This design comes from an exercise in tuning for a short achievable clock period and few clock cycles on the open sky130 flow, not from production work. RTL that was checked went through simulation tests only; none was proved equivalent to the original. No activity file was given, so power comes from the tool's default toggle rates.

==> run a: inputs <==
==> flow/design.v <==
`timescale 1ns / 1ps
module processor(clk, reset, pm_addr, pm_data, out_port, out_valid, in_port);
  input         clk;
  input         reset;
  output [7:0]  pm_addr;
  input  [15:0] pm_data;
  output reg [7:0] out_port;
  output reg    out_valid;
  input  [7:0]  in_port;
  localparam S_NOP = 0, S_ADD = 1, S_SUB = 2, S_INC = 3, S_DEC = 4, S_NEG = 5,
             S_AND = 6, S_EOR = 7, S_OR = 8, S_B = 9, S_CP = 10, S_COM = 11,
             S_SWAP = 12, S_ASR = 13, S_LSR = 14, S_ROR = 15, NS = 16;
  localparam B_REG = 0, B_K = 1, B_DM = 2, B_IN = 3;
  integer i, j;
  reg  [7:0]  pc;
  reg  [7:0]  lr;
  reg  [8:0]  res;
  reg  [7:0]  inreg;
  reg  [7:0]  rf [0:31];
  reg  [7:0]  dm [0:255];
  reg         d_v;
  reg  [15:0] d_ir;
  reg  [31:0] d_sd, d_sr;        
  reg  [4:0]  d_dn, d_rn;        
  reg  [15:0] d_kh, d_kl;        
  reg  [3:0]  d_bsel;
  reg  [NS-1:0] d_sel;
  reg         d_wr, d_adc, d_sts, d_out, d_br, d_pred;
  reg  [7:0]  d_alt;             
  reg         d_call;
  reg  [7:0]  d_pc1;             
  reg         e_v;
  reg  [7:0]  e_a, e_b;
  reg  [NS-1:0] e_sel;
  reg  [31:0] e_wsel;            
  reg  [15:0] e_kh, e_kl;
  reg  [7:0]  e_k;
  reg  [4:0]  e_dn;
  reg         e_adc, e_sts, e_out;
  assign pm_addr = pc;
  wire       c = res[8];
  wire       z = ~|res;
  wire [7:0] a = e_a;
  wire [7:0] b = e_b;
  function [8:0] add9(input [8:0] x, input [8:0] y, input cin);
    reg [8:0] g, p, gg, pp, gn, pn;
    integer s, t;
    begin
      g = x & y;
      p = x ^ y;
      gg = {g[8:1], g[0] | (p[0] & cin)};
      pp = p;
      for (s = 1; s < 9; s = s * 2) begin
        gn = gg; pn = pp;
        for (t = s; t < 9; t = t + 1) begin
          gn[t] = gg[t] | (pp[t] & gg[t - s]);
          pn[t] = pp[t] & pp[t - s];
        end
        gg = gn; pp = pn;
      end
      add9 = p ^ {gg[7:0], cin};
    end
  endfunction
  reg [7:0] inc, dec, neg;
  always @(*) begin
    for (i = 0; i < 8; i = i + 1) begin
      inc[i] = a[i] ^ ((a & ((9'd1 << i) - 1)) == ((9'd1 << i) - 1));
      dec[i] = a[i] ^ ((a & ((9'd1 << i) - 1)) == 0);
      neg[i] = a[i] ^ ((a & ((9'd1 << i) - 1)) != 0);
    end
  end
  wire [8:0] v_add = add9({1'b0, a}, {1'b0, b}, e_adc & c);
  wire [8:0] v_sub = add9({1'b0, a}, {1'b1, ~b}, 1'b1);
  wire [8:0] cand [0:NS-1];
  assign cand[S_NOP]  = {1'b0, a};
  assign cand[S_ADD]  = v_add;
  assign cand[S_SUB]  = v_sub;
  assign cand[S_INC]  = {&a, inc};
  assign cand[S_DEC]  = {~|a, dec};
  assign cand[S_NEG]  = {|a, neg};
  assign cand[S_AND]  = {1'b0, a & b};
  assign cand[S_EOR]  = {1'b0, a ^ b};
  assign cand[S_OR]   = {1'b0, a | b};
  assign cand[S_B]    = {1'b0, b};
  assign cand[S_CP]   = {a != b, a};
  assign cand[S_COM]  = {1'b1, ~a};
  assign cand[S_SWAP] = {1'b0, a[3:0], a[7:4]};
  assign cand[S_ASR]  = {c, a[7], a[7:1]};
  assign cand[S_LSR]  = {c, 1'b0, a[7:1]};
  assign cand[S_ROR]  = {a[0], c, a[7:1]};
  reg [8:0] n;
  always @(*) begin
    n = 9'd0;
    for (i = 0; i < NS; i = i + 1)
      n = n | ({9{e_sel[i]}} & cand[i]);
  end
  wire a0  = ~|a;
  wire b0  = ~|b;
  wire aeb = (a == b);
  reg  [8:0] zadd;
  always @(*) begin
    zadd[0] = ~(a[0] ^ b[0] ^ (e_adc & c));
    for (i = 1; i < 8; i = i + 1)
      zadd[i] = ~(a[i] ^ b[i] ^ (a[i-1] | b[i-1]));
    zadd[8] = ~(a[7] | b[7]);
  end
  reg [NS-1:0] zc, cc;
  always @(*) begin
    zc = {NS{1'b0}};
    zc[S_NOP]  = a0;
    zc[S_ADD]  = &zadd;
    zc[S_SUB]  = aeb;
    zc[S_DEC]  = (a == 8'd1);
    zc[S_NEG]  = a0;
    zc[S_AND]  = ~|(a & b);
    zc[S_EOR]  = aeb;
    zc[S_OR]   = a0 & b0;
    zc[S_B]    = b0;
    zc[S_CP]   = a0 & b0;
    zc[S_SWAP] = a0;
    zc[S_ASR]  = ~c & ~|a[7:1];
    zc[S_LSR]  = ~c & ~|a[7:1];
    zc[S_ROR]  = ~c & a0;
    cc = {NS{1'b0}};
    cc[S_ADD]  = v_add[8];
    cc[S_SUB]  = v_sub[8];
    cc[S_INC]  = &a;
    cc[S_DEC]  = a0;
    cc[S_NEG]  = ~a0;
    cc[S_CP]   = ~aeb;
    cc[S_COM]  = 1'b1;
    cc[S_ASR]  = c;
    cc[S_LSR]  = c;
    cc[S_ROR]  = a[0];
  end
  wire zf = e_v ? |(e_sel & zc) : z;    
  wire cf = e_v ? |(e_sel & cc) : c;
  always @(posedge clk) begin
    if (e_v) res <= n;
    for (i = 0; i < 32; i = i + 1)
      if (e_wsel[i]) rf[i] <= n[7:0];
    for (i = 0; i < 256; i = i + 1)
      if (e_sts & e_kh[i / 16] & e_kl[i % 16]) dm[i] <= a;
    out_port <= a;              
    out_valid <= ~reset & e_out;
    inreg <= in_port;
  end
  reg  [7:0] rd, rr, dmv;
  reg  [7:0] dmh [0:15];
  always @(*) begin
    rd = 8'd0;
    rr = 8'd0;
    for (i = 0; i < 32; i = i + 1) begin
      rd = rd | ({8{d_sd[i]}} & rf[i]);
      rr = rr | ({8{d_sr[i]}} & rf[i]);
    end
    dmv = 8'd0;
    for (i = 0; i < 16; i = i + 1) begin
      dmh[i] = 8'd0;
      for (j = 0; j < 16; j = j + 1)
        dmh[i] = dmh[i] | ({8{d_kl[j]}} & dm[16 * i + j]);
      dmv = dmv | ({8{d_kh[i]}} & dmh[i]);
    end
  end
  wire [7:0] d_k = {d_ir[11:8], d_ir[3:0]};
  wire [7:0] bv = ({8{d_bsel[B_REG]}} & rr) | ({8{d_bsel[B_K]}} & d_k) |
                  ({8{d_bsel[B_DM]}} & dmv) | ({8{d_bsel[B_IN]}} & inreg);
  wire taken  = (d_ir[0] ? zf : cf) ^ d_ir[10];
  wire squash = d_br & (taken ^ d_pred);
  wire fa = e_v & (d_dn == e_dn);
  wire fb = e_v & d_bsel[B_REG] & (d_rn == e_dn);
  wire fm = e_sts & d_bsel[B_DM] & (d_k == e_k);
  always @(posedge clk) begin
    e_v    <= d_v & ~reset;
    e_a    <= fa ? n[7:0] : rd;
    e_b    <= fb ? n[7:0] : fm ? a : bv;
    e_sel  <= d_sel;
    e_adc  <= d_adc;
    e_wsel <= (d_v & d_wr & ~reset) ? d_sd : 32'd0;
    e_kh   <= d_kh;
    e_kl   <= d_kl;
    e_k    <= d_k;
    e_dn   <= d_dn;
    e_sts  <= d_v & d_sts & ~reset;
    e_out  <= d_v & d_out & ~reset;
  end
  wire [3:0] fop    = pm_data[15:12];
  wire [7:0] f_t    = pm_data[9:2];
  wire       f_jc   = (fop == 4'hC) &  pm_data[0];
  wire       f_call = (fop == 4'hC) & (pm_data[1:0] == 2'b01);
  wire       f_ret  = (fop == 4'hC) & (pm_data[1:0] == 2'b00);
  wire [7:0] lr_now = d_call ? d_pc1 : lr;    
  wire       f_br   = (fop == 4'hF) & ~pm_data[1];
  wire [7:0] pc1    = pc + 8'd1;
  wire       f_pred = f_br & (f_t <= pc);
  wire       f_d4   = pm_data[8] & ~(fop == 4'h3 || fop == 4'h6 || fop == 4'h7 ||
                                     fop == 4'h8 || fop == 4'hA || fop == 4'hE);
  wire [4:0] f_d    = {f_d4, pm_data[7:4]};
  wire [4:0] f_r    = {pm_data[9], pm_data[3:0]};
  wire [7:0] f_k    = {pm_data[11:8], pm_data[3:0]};
  wire       q      = ~reset & ~squash;
  reg [NS-1:0] f_sel;
  reg [3:0]    f_bsel;
  reg          f_wr;
  always @(*) begin
    f_sel  = {NS{1'b0}};
    f_bsel = 4'd0;
    f_bsel[B_REG] = 1'b1;
    f_wr   = 1'b1;
    case (fop)
      4'h0: if (pm_data[11]) f_sel[S_ADD] = 1'b1; else begin f_sel[S_NOP] = 1'b1; f_wr = 1'b0; end
      4'h1: case (pm_data[11:10])
              2'b01: begin f_sel[S_CP] = 1'b1; f_wr = 1'b0; end
              2'b10: f_sel[S_SUB] = 1'b1;
              2'b11: f_sel[S_ADD] = 1'b1;
              default: begin f_sel[S_NOP] = 1'b1; f_wr = 1'b0; end
            endcase
      4'h2: case (pm_data[11:10])
              2'b00: f_sel[S_AND] = 1'b1;
              2'b01: f_sel[S_EOR] = 1'b1;
              2'b10: f_sel[S_OR]  = 1'b1;
              default: f_sel[S_B] = 1'b1;
            endcase
      4'h3: begin f_sel[S_CP] = 1'b1; f_wr = 1'b0; f_bsel = 4'd1 << B_K; end
      4'h6: begin f_sel[S_OR]  = 1'b1; f_bsel = 4'd1 << B_K; end
      4'h7: begin f_sel[S_AND] = 1'b1; f_bsel = 4'd1 << B_K; end
      4'hE: begin f_sel[S_B]   = 1'b1; f_bsel = 4'd1 << B_K; end
      4'h8: begin f_sel[S_B]   = 1'b1; f_bsel = 4'd1 << B_DM; end
      4'h9: if (pm_data[11:9] == 3'b010)
              case (pm_data[3:0])
                4'h0: f_sel[S_COM]  = 1'b1;
                4'h1: f_sel[S_NEG]  = 1'b1;
                4'h2: f_sel[S_SWAP] = 1'b1;
                4'h3: f_sel[S_INC]  = 1'b1;
                4'h5: f_sel[S_ASR]  = 1'b1;
                4'h6: f_sel[S_LSR]  = 1'b1;
                4'h7: f_sel[S_ROR]  = 1'b1;
                4'hA: f_sel[S_DEC]  = 1'b1;
                default: begin f_sel[S_NOP] = 1'b1; f_wr = 1'b0; end
              endcase
            else begin f_sel[S_NOP] = 1'b1; f_wr = 1'b0; end
      4'hB: if (!pm_data[11]) begin f_sel[S_B] = 1'b1; f_bsel = 4'd1 << B_IN; end
            else begin f_sel[S_NOP] = 1'b1; f_wr = 1'b0; end
      default: begin f_sel[S_NOP] = 1'b1; f_wr = 1'b0; end
    endcase
  end
  always @(posedge clk) begin
    if (reset) pc <= 8'd0;
    else if (squash) pc <= d_alt;
    else if (f_jc | f_pred) pc <= f_t;
    else if (f_ret) pc <= lr_now;
    else pc <= pc1;
  end
  always @(posedge clk) begin
    d_v    <= q;
    d_ir   <= pm_data;
    d_sd   <= 32'd1 << f_d;
    d_sr   <= 32'd1 << f_r;
    d_dn   <= f_d;
    d_rn   <= f_r;
    d_kh   <= 16'd1 << f_k[7:4];
    d_kl   <= 16'd1 << f_k[3:0];
    d_bsel <= f_bsel;
    d_sel  <= f_sel;
    d_wr   <= f_wr;
    d_adc  <= (fop == 4'h1);
    d_sts  <= (fop == 4'hA);
    d_out  <= (fop == 4'hB) & pm_data[11];
    d_br   <= q & f_br;
    d_pred <= f_pred;
    d_alt  <= f_pred ? pc1 : f_t;
    d_call <= q & f_call;
    d_pc1  <= pc1;
    if (d_call) lr <= d_pc1;
  end
endmodule
==> flow/flow/run.sh <==
#!/bin/bash
set -euo pipefail
bash standard.sh SETUP_SLACK_MARGIN=6.6 finish > make_finish.log 2>&1
==> flow/standard.sh <==
#!/bin/bash
# synth_recipe.tcl (not shown) runs the flow's synth.tcl, then flattens the netlist and writes it again
# the make line also repeats each setting of config.mk as NAME=value (left out here)
make -C /OpenROAD-flow-scripts/flow DESIGN_CONFIG=/design/flow/config.mk WORK_HOME=/design/flow/orfs CLKGATE_MAP_FILE= SYNTH_SCRIPT=/design/flow/synth_recipe.tcl "${@:-finish}"
==> flow/config.mk <==
export PLATFORM = sky130hd
export DESIGN_NAME = processor
export DESIGN_NICKNAME = processor
export VERILOG_FILES = /design/flow/design.v
export SDC_FILE = /design/flow/constraint.sdc
export NUM_CORES = 4
export LEC_CHECK = 0
export ABC_CLOCK_PERIOD_IN_PS = 3000
export CAP_MARGIN = 20
export CORE_MARGIN = 2
export CORE_UTILIZATION = 40
export SLEW_MARGIN = 20
==> flow/constraint.sdc <==
create_clock -name core_clock -period 10.0 [get_ports {clk}]
set_input_delay 2.0000 -clock core_clock [delete_from_list [all_inputs] [get_ports {clk}]]
set_output_delay 2.0000 -clock core_clock [all_outputs]
set_load 0.01 [all_outputs]
==> run b: changes against run a <==
==> flow/design.v, changed modules only <==
module processor(clk, reset, pm_addr, pm_data, out_port, out_valid, in_port);
  input         clk;
  input         reset;
  output [7:0]  pm_addr;
  input  [15:0] pm_data;
  output reg [7:0] out_port;
  output reg    out_valid;
  input  [7:0]  in_port;
  localparam S_NOP = 0, S_ADD = 1, S_SUB = 2, S_INC = 3, S_DEC = 4, S_NEG = 5,
             S_AND = 6, S_EOR = 7, S_OR = 8, S_B = 9, S_CP = 10, S_COM = 11,
             S_SWAP = 12, S_ASR = 13, S_LSR = 14, S_ROR = 15, NS = 16;
  localparam B_REG = 0, B_K = 1, B_DM = 2, B_IN = 3;
  integer i, j;
  reg  [7:0]  pc;
  reg  [7:0]  lr;
  reg  [8:0]  res;
  reg  [7:0]  inreg;
  reg  [7:0]  rf [0:31];
  reg  [7:0]  dm [0:255];
  reg         d_v;
  reg  [15:0] d_ir;
  reg  [31:0] d_sd, d_sr;        
  reg  [4:0]  d_dn, d_rn;        
  reg  [15:0] d_kh, d_kl;        
  reg  [15:0] d_klq [0:3];       
  reg  [3:0]  d_bsel;
  reg  [NS-1:0] d_sel;
  reg         d_wr, d_adc, d_sts, d_out, d_br, d_pred;
  reg         d_call;
  reg  [7:0]  d_pc1;             
  reg         e_v;
  reg  [7:0]  e_a, e_b;
  reg  [NS-1:0] e_sel;
  reg  [31:0] e_wsel;            
  reg  [15:0] e_kh, e_kl;
  reg  [7:0]  e_k;
  reg  [4:0]  e_dn;
  reg         e_adc, e_sts;
  assign pm_addr = pc;
  wire       c = res[8];
  wire       z = ~|res;
  wire [7:0] a = e_a;
  wire [7:0] b = e_b;
  function [8:0] add9(input [8:0] x, input [8:0] y, input cin);
    reg [8:0] g, p, gg, pp, gn, pn;
    integer s, t;
    begin
      g = x & y;
      p = x ^ y;
      gg = {g[8:1], g[0] | (p[0] & cin)};
      pp = p;
      for (s = 1; s < 9; s = s * 2) begin
        gn = gg; pn = pp;
        for (t = s; t < 9; t = t + 1) begin
          gn[t] = gg[t] | (pp[t] & gg[t - s]);
          pn[t] = pp[t] & pp[t - s];
        end
        gg = gn; pp = pn;
      end
      add9 = p ^ {gg[7:0], cin};
    end
  endfunction
  function carry8(input [7:0] x, input [7:0] y);
    integer s;
    begin
      carry8 = 1'b0;
      for (s = 0; s < 8; s = s + 1)
        carry8 = carry8 | (x[s] & y[s] & (&((x | y) >> (s + 1) | ~(8'hFF >> (s + 1)))));
    end
  endfunction
  function borrow8(input [7:0] x, input [7:0] y);
    integer s;
    begin
      borrow8 = 1'b0;
      for (s = 0; s < 8; s = s + 1)
        borrow8 = borrow8 | (~x[s] & y[s] & (&(~(x ^ y) >> (s + 1) | ~(8'hFF >> (s + 1)))));
    end
  endfunction
  reg [7:0] inc, dec, neg;
  always @(*) begin
    for (i = 0; i < 8; i = i + 1) begin
      inc[i] = a[i] ^ ((a & ((9'd1 << i) - 1)) == ((9'd1 << i) - 1));
      dec[i] = a[i] ^ ((a & ((9'd1 << i) - 1)) == 0);
      neg[i] = a[i] ^ ((a & ((9'd1 << i) - 1)) != 0);
    end
  end
  wire [8:0] v_add = add9({1'b0, a}, {1'b0, b}, e_adc & c);
  wire [8:0] v_sub = add9({1'b0, a}, {1'b1, ~b}, 1'b1);
  wire [8:0] cand [0:NS-1];
  assign cand[S_NOP]  = {1'b0, a};
  assign cand[S_ADD]  = v_add;
  assign cand[S_SUB]  = v_sub;
  assign cand[S_INC]  = {&a, inc};
  assign cand[S_DEC]  = {~|a, dec};
  assign cand[S_NEG]  = {|a, neg};
  assign cand[S_AND]  = {1'b0, a & b};
  assign cand[S_EOR]  = {1'b0, a ^ b};
  assign cand[S_OR]   = {1'b0, a | b};
  assign cand[S_B]    = {1'b0, b};
  assign cand[S_CP]   = {a != b, a};
  assign cand[S_COM]  = {1'b1, ~a};
  assign cand[S_SWAP] = {1'b0, a[3:0], a[7:4]};
  assign cand[S_ASR]  = {c, a[7], a[7:1]};
  assign cand[S_LSR]  = {c, 1'b0, a[7:1]};
  assign cand[S_ROR]  = {a[0], c, a[7:1]};
  reg [8:0] n;
  always @(*) begin
    n = 9'd0;
    for (i = 0; i < NS; i = i + 1)
      n = n | ({9{e_sel[i]}} & cand[i]);
  end
  wire a0  = ~|a;
  wire b0  = ~|b;
  wire aeb = (a == b);
  reg  [8:0] zadd;
  always @(*) begin
    zadd[0] = ~(a[0] ^ b[0] ^ (e_adc & c));
    for (i = 1; i < 8; i = i + 1)
      zadd[i] = ~(a[i] ^ b[i] ^ (a[i-1] | b[i-1]));
    zadd[8] = ~(a[7] | b[7]);
  end
  reg [NS-1:0] zc, cc;
  always @(*) begin
    zc = {NS{1'b0}};
    zc[S_NOP]  = a0;
    zc[S_ADD]  = &zadd;
    zc[S_SUB]  = aeb;
    zc[S_DEC]  = (a == 8'd1);
    zc[S_NEG]  = a0;
    zc[S_AND]  = ~|(a & b);
    zc[S_EOR]  = aeb;
    zc[S_OR]   = a0 & b0;
    zc[S_B]    = b0;
    zc[S_CP]   = a0 & b0;
    zc[S_SWAP] = a0;
    zc[S_ASR]  = ~c & ~|a[7:1];
    zc[S_LSR]  = ~c & ~|a[7:1];
    zc[S_ROR]  = ~c & a0;
    cc = {NS{1'b0}};
    cc[S_ADD]  = carry8(a, b) | (e_adc & c & (&(a ^ b)));
    cc[S_SUB]  = borrow8(a, b);
    cc[S_INC]  = &a;
    cc[S_DEC]  = a0;
    cc[S_NEG]  = ~a0;
    cc[S_CP]   = ~aeb;
    cc[S_COM]  = 1'b1;
    cc[S_ASR]  = c;
    cc[S_LSR]  = c;
    cc[S_ROR]  = a[0];
  end
  wire zf = e_v ? |(e_sel & zc) : z;    
  wire cf = e_v ? |(e_sel & cc) : c;
  always @(posedge clk) begin
    if (e_v) res <= n;
    for (i = 0; i < 32; i = i + 1)
      if (e_wsel[i]) rf[i] <= n[7:0];
    for (i = 0; i < 256; i = i + 1)
      if (e_sts & e_kh[i / 16] & e_kl[i % 16]) dm[i] <= a;
    inreg <= in_port;
  end
  reg  [7:0] rd, rr, dmv;
  reg  [7:0] dmh [0:15];
  always @(*) begin
    rd = 8'd0;
    rr = 8'd0;
    for (i = 0; i < 32; i = i + 1) begin
      rd = rd | ({8{d_sd[i]}} & rf[i]);
      rr = rr | ({8{d_sr[i]}} & rf[i]);
    end
    dmv = 8'd0;
    for (i = 0; i < 16; i = i + 1) begin
      dmh[i] = 8'd0;
      for (j = 0; j < 16; j = j + 1)
        dmh[i] = dmh[i] | ({8{d_klq[i / 4][j]}} & dm[16 * i + j]);
      dmv = dmv | ({8{d_kh[i]}} & dmh[i]);
    end
  end
  wire [7:0] d_k = {d_ir[11:8], d_ir[3:0]};
  wire [7:0] bv = ({8{d_bsel[B_REG]}} & rr) | ({8{d_bsel[B_K]}} & d_k) |
                  ({8{d_bsel[B_DM]}} & dmv) | ({8{d_bsel[B_IN]}} & inreg);
  wire [7:0] pb  = d_bsel[B_K] ? d_k : rr;
  wire       pz  = d_v & d_sel[S_DEC] & (rd == 8'd1);
  wire       pcf = d_v & ((d_sel[S_CP] & (rd != pb)) | d_sel[S_COM]);
  wire taken  = (d_ir[0] ? zf : cf) ^ d_ir[10];
  wire squash = d_br & (taken ^ d_pred);
  wire fa = e_v & (d_dn == e_dn);
  wire fb = e_v & d_bsel[B_REG] & (d_rn == e_dn);
  wire fm = e_sts & d_bsel[B_DM] & (d_k == e_k);
  always @(posedge clk) begin
    out_port  <= {8{d_out}} & (fa ? n[7:0] : rd);    
    out_valid <= ~reset & d_v & d_out;
    e_v    <= d_v;
    e_a    <= fa ? n[7:0] : rd;
    e_b    <= fb ? n[7:0] : fm ? a : bv;
    e_sel  <= d_sel;
    e_adc  <= d_adc;
    e_wsel <= (d_v & d_wr) ? d_sd : 32'd0;
    e_kh   <= d_kh;
    e_kl   <= d_kl;
    e_k    <= d_k;
    e_dn   <= d_dn;
    e_sts  <= d_v & d_sts;
  end
  wire [3:0] fop    = pm_data[15:12];
  wire [7:0] f_t    = pm_data[9:2];
  wire       f_jc   = (fop == 4'hC) &  pm_data[0];
  wire       f_call = (fop == 4'hC) & (pm_data[1:0] == 2'b01);
  wire       f_ret  = (fop == 4'hC) & (pm_data[1:0] == 2'b00);
  wire [7:0] lr_now = d_call ? d_pc1 : lr;    
  wire       f_br   = (fop == 4'hF) & ~pm_data[1];
  wire [7:0] pc1    = pc + 8'd1;
  wire       f_pred = f_br & ((pm_data[0] ? pz : pcf) ^ pm_data[10]);
  wire       f_d4   = pm_data[8] & ~(fop == 4'h3 || fop == 4'h6 || fop == 4'h7 ||
                                     fop == 4'h8 || fop == 4'hA || fop == 4'hE);
  wire [4:0] f_d    = {f_d4, pm_data[7:4]};
  wire [4:0] f_r    = {pm_data[9], pm_data[3:0]};
  wire [7:0] f_k    = {pm_data[11:8], pm_data[3:0]};
  wire       q      = ~reset & ~squash;
  reg [NS-1:0] f_sel;
  reg [3:0]    f_bsel;
  reg          f_wr;
  always @(*) begin
    f_sel  = {NS{1'b0}};
    f_bsel = 4'd0;
    f_bsel[B_REG] = 1'b1;
    f_wr   = 1'b1;
    case (fop)
      4'h0: if (pm_data[11]) f_sel[S_ADD] = 1'b1; else begin f_sel[S_NOP] = 1'b1; f_wr = 1'b0; end
      4'h1: case (pm_data[11:10])
              2'b01: begin f_sel[S_CP] = 1'b1; f_wr = 1'b0; end
              2'b10: f_sel[S_SUB] = 1'b1;
              2'b11: f_sel[S_ADD] = 1'b1;
              default: begin f_sel[S_NOP] = 1'b1; f_wr = 1'b0; end
            endcase
      4'h2: case (pm_data[11:10])
              2'b00: f_sel[S_AND] = 1'b1;
              2'b01: f_sel[S_EOR] = 1'b1;
              2'b10: f_sel[S_OR]  = 1'b1;
              default: f_sel[S_B] = 1'b1;
            endcase
      4'h3: begin f_sel[S_CP] = 1'b1; f_wr = 1'b0; f_bsel = 4'd1 << B_K; end
      4'h6: begin f_sel[S_OR]  = 1'b1; f_bsel = 4'd1 << B_K; end
      4'h7: begin f_sel[S_AND] = 1'b1; f_bsel = 4'd1 << B_K; end
      4'hE: begin f_sel[S_B]   = 1'b1; f_bsel = 4'd1 << B_K; end
      4'h8: begin f_sel[S_B]   = 1'b1; f_bsel = 4'd1 << B_DM; end
      4'h9: if (pm_data[11:9] == 3'b010)
              case (pm_data[3:0])
                4'h0: f_sel[S_COM]  = 1'b1;
                4'h1: f_sel[S_NEG]  = 1'b1;
                4'h2: f_sel[S_SWAP] = 1'b1;
                4'h3: f_sel[S_INC]  = 1'b1;
                4'h5: f_sel[S_ASR]  = 1'b1;
                4'h6: f_sel[S_LSR]  = 1'b1;
                4'h7: f_sel[S_ROR]  = 1'b1;
                4'hA: f_sel[S_DEC]  = 1'b1;
                default: begin f_sel[S_NOP] = 1'b1; f_wr = 1'b0; end
              endcase
            else begin f_sel[S_NOP] = 1'b1; f_wr = 1'b0; end
      4'hB: if (!pm_data[11]) begin f_sel[S_B] = 1'b1; f_bsel = 4'd1 << B_IN; end
            else begin f_sel[S_NOP] = 1'b1; f_wr = 1'b0; end
      default: begin f_sel[S_NOP] = 1'b1; f_wr = 1'b0; end
    endcase
  end
  always @(posedge clk) begin
    if (reset) pc <= 8'd0;
    else if (squash) pc <= d_pred ? d_pc1 : d_ir[9:2];
    else if (f_jc | f_pred) pc <= f_t;
    else if (f_ret) pc <= lr_now;
    else pc <= pc1;
  end
  always @(posedge clk) begin
    d_v    <= q;
    d_ir   <= pm_data;
    d_sd   <= 32'd1 << f_d;
    d_sr   <= 32'd1 << f_r;
    d_dn   <= f_d;
    d_rn   <= f_r;
    d_kh   <= 16'd1 << f_k[7:4];
    d_kl   <= 16'd1 << f_k[3:0];
    for (i = 0; i < 4; i = i + 1)
      d_klq[i] <= (f_k[7:6] == i) ? (16'd1 << f_k[3:0]) : 16'd0;
    d_bsel <= f_bsel;
    d_sel  <= f_sel;
    d_wr   <= f_wr;
    d_adc  <= (fop == 4'h1);
    d_sts  <= (fop == 4'hA);
    d_out  <= (fop == 4'hB) & pm_data[11];
    d_br   <= q & f_br;
    d_pred <= f_pred;
    d_call <= q & f_call;
    d_pc1  <= pc1;
    if (d_call) lr <= d_pc1;
  end
endmodule
==> flow/flow/run.sh (replaced) <==
#!/bin/bash
set -euo pipefail
bash standard.sh SETUP_SLACK_MARGIN=6.8 "BUFFER_PORTS_ARGS=-buffer_cell sky130_fd_sc_hd__buf_4" MAX_REPAIR_ANTENNAS_ITER_DRT=12 finish > make_finish.log 2>&1
--- a/flow/config.mk
+++ b/flow/config.mk
@@ -8,5 +8,8 @@
 export ABC_CLOCK_PERIOD_IN_PS = 3000
 export CAP_MARGIN = 20
 export CORE_MARGIN = 2
-export CORE_UTILIZATION = 40
+export CORE_UTILIZATION = 50
+export CTS_CLUSTER_DIAMETER = 100
+export CTS_CLUSTER_SIZE = 30
+export PLACE_DENSITY = 0.65
 export SLEW_MARGIN = 20
==> comparison table <==
Clock buffers created by TritonCTS: run b 101; run a 282
Post-synthesis instance area: run b 98000 sq um; run a 95900 sq um
Amount of wire on met2 after detailed routing: run b 150000 um; run a 155000 um
FILL cells: run b 15000; run a 20200
Wire length reported by the detailed router: run b 333000 um; run a 347000 um
Run status: run b complete, no violations; run a complete, but fails checks
Violated checks: run b -; run a antenna violations
Via density per instance: run b 6.98; run a 6.60
Post-Syn Nets: run b 5930; run a 5740
Cell count of the worst reg-to-reg path: run b 12; run a 9
Power Combinational: run b 0.00179 W; run a 0.00169 W
Maximum vdd ir drop: run b 146 uV; run a 197 uV
Floorplan die width: run b 447 um; run a 494 um
Count of inverters not on the clock network in the layout: run b 81; run a 57
Fraction of the mapped netlist area in simple logic gates: run b 5.76%; run a 5.34%
Testbench counts of run b, summed over its fixed seeds: cycles 80,510.
Only the layout flow was run in run a; the RTL was not checked for function there.

[static timing again, ports no longer ideal]
The results above use ideal ports. As a check the final layouts listed here were re-extracted and re-timed, cells and wires unchanged.
Step 1 sets driving cells, clkbuf_16 on the clock port and buf_2 on the other inputs (assumed; they add their load-dependent delay and slew).
Step 2 adds t to the input delays and takes it off the output delays; t is the mean of the earliest and latest rising clock arrival at the registers after step 1. Input paths then give back, and output paths get back, about the clock's delay inside the block.
Three values: ideal ports, drivers, drivers and shift; two values: the first two.
run | t, ns | setup slack, ns | hold WS [ns] | cell pins on the clock port's net
run a | 1.008 | 6.473 / 6.473 / 5.715 | 0.304 / 0.304 / 0.304 | 1
run b | 0.887 | 6.601 / 6.523 / 5.971 | 0.327 / 0.327 / 0.327 | 1
The setup slack of run a, which loses most, moves by 0.000 ns with the drivers and by -0.758 ns with both steps.
